Background: an optimization exercise with open tools, aiming at small area and few clock cycles per item. Do not read the settings as production practice. RTL that was checked went through simulation tests only; none was proved equivalent to the original.

Setup of beta:
// MyDesign
module MyDesign (dut_run, dut_busy, reset_b, clk, dut_sram_write_address,
		 dut_sram_write_data, dut_sram_write_enable,
		 dut_sram_read_address,	sram_dut_read_data,
		 dut_wmem_read_address, wmem_dut_read_data);
Size in the first run: about 140 flip-flops, ~89 I/O pins, roughly 0.011 mm² of cells after synthesis.
Settings: LEC_CHECK=0, CAP_MARGIN=20, CORE_MARGIN=2, CORE_UTILIZATION=40, SLEW_MARGIN=20, SYNTH_HIERARCHICAL=1, SYNTH_MINIMUM_KEEP_SIZE=0; clock period 6.0 ns.
standard.sh (not shown) runs the stock make flow with config.mk's settings and CLKGATE_MAP_FILE= SYNTH_SCRIPT=/design/flow/synth_recipe.tcl, a recipe that flattens the netlist after the stock synthesis.
==> flow/flow/run.sh <==
#!/bin/bash
# Layout flow: the standard flow (standard.sh, all ORFS steps) with two
# changes: the port buffers that global placement puts on every input and
# output use the smallest buffer cell, and clock tree synthesis uses
# clkbuf_8 buffers and adds no dummy loads.
set -o pipefail
export BUFFER_PORTS_ARGS="-buffer_cell sky130_fd_sc_hd__buf_1"
export CTS_ARGS="-sink_clustering_enable -repair_clock_nets -buf_list sky130_fd_sc_hd__clkbuf_8 -dont_use_dummy_load"
bash standard.sh > standard.log 2>&1
> inputs changed (beta -> alpha)
-- flow/design.v --
<<< beta, line 41
wire stepping = (st == PR) | (st == RUN);
wire is_end = &X[7:0];
wire clr = ~reset_b | ((st == SZ) & is_end);
wire hdr_step = ((st == IDLE) & dut_run) | (st == HDR) | (st == SZ);
wire rewind = stepping & row_end & ~layer_end;
wire x_inc = hdr_step | (stepping & (~ixn | nlast));
wire w_inc = hdr_step | (stepping & (~iwn | nlast));
wire [11:0] xa1 = xa + {11'd0, x_inc};
always @(posedge clk) begin
	xa <= clr ? 12'd0 : rewind ? xb : xa1;
	wa <= clr ? 12'd0 : wa + {11'd0, w_inc};
	if (st == SZ)
		xb <= xa1;
	if (!reset_b) begin
		st <= IDLE;
		lc <= 1'b0;
		l2 <= 1'b0;
>>> alpha, line 41
wire stepping = (st == PR) | (st == RUN);
wire is_end = &X[7:0];
always @(posedge clk) begin
	if (!reset_b) begin
		st <= IDLE;
		xa <= 12'd0;
		wa <= 12'd0;
		lc <= 1'b0;
		l2 <= 1'b0;
<<< beta, line 62
		we <= l2;
		case (st)
		IDLE: if (dut_run) st <= SZ;
		HDR: st <= SZ;
		SZ: st <= is_end ? IDLE : PR;
		default: st <= layer_end ? HDR : RUN;   
		endcase
	end
>>> alpha, line 54
		we <= l2;
		case (st)
		IDLE: if (dut_run) begin
			st <= SZ;
			xa <= xa + 12'd1;
			wa <= wa + 12'd1;
		end
		HDR: begin
			st <= SZ;
			xa <= xa + 12'd1;
			wa <= wa + 12'd1;
		end
		SZ: if (is_end) begin
			st <= IDLE;
			xa <= 12'd0;
			wa <= 12'd0;
		end else begin
			st <= PR;
			xa <= xa + 12'd1;
			wa <= wa + 12'd1;
		end
		default: begin  
			st <= layer_end ? HDR : RUN;
			if (row_end & ~layer_end)
				xa <= xb;
			else if (~ixn | nlast)
				xa <= xa + 12'd1;
			if (~iwn | nlast)
				wa <= wa + 12'd1;
		end
		endcase
	end
<<< beta, line 75
		col <= X[7:1];
	end else begin
		row <= row - {7'd0, row_end};
		col <= row_end ? {s8, 2'b00} : col - lh;
	end
	if (st == PR) begin
		x4 <= X[2];
>>> alpha, line 91
		col <= X[7:1];
	end else begin
		if (row_end) begin
			col <= {s8, 2'b00};
			row <= row - 8'd1;
		end else
			col <= col - lh;
	end
	if (st == SZ)
		xb <= xa + 12'd1;
	if (st == PR) begin
		x4 <= X[2];
--- outcome ---
Lower final worst-path setup slack among alpha and beta: beta
Met3 track utilization from global routing delta for alpha relative to beta: 0.24 points lower
alpha against beta: maximum frequency up about 1.6%, layout overhead on the synthesized area has decreased, post-place instance area increased by 220 µm² relative to the old numbers, transition time of the tightest slew-check pin went up.
beta → alpha: global-route wire length before repair dropped 1.1%, setup fix buffers added after clock tree synthesis ~0 delta.
Looking at sequential share of layout area across alpha and beta, the one that comes out higher is alpha.
Testbench counts of alpha, summed over its fixed seeds: cycles 117,674, macs 306,944.
Only the layout flow was run in beta; the RTL was not checked for function there.

==> separate check: timing with driven ports <==
In the flow no input, the clock included, has a driving cell. The finished layouts below were timed again as built, in two steps.
Step 1 sets driving cells, clkbuf_16 on the clock port and buf_2 on the other inputs (assumed; they add their load-dependent delay and slew).
Step 2 also shifts input and output timing later by t, the mid clock arrival at the registers, as if the neighbouring blocks saw the same clock.
a / b / c = ideal / step 1 / step 2; a / b = the first two.
run	shift t [ns]	setup slack, ns	hold WS [ns]
beta	0.492	0.204 / 0.204 / 0.204	0.344 / 0.344 / 0.344
alpha	0.476	0.295 / 0.295 / 0.295	0.332 / 0.332 / 0.332
After both steps every run listed still meets setup and hold.
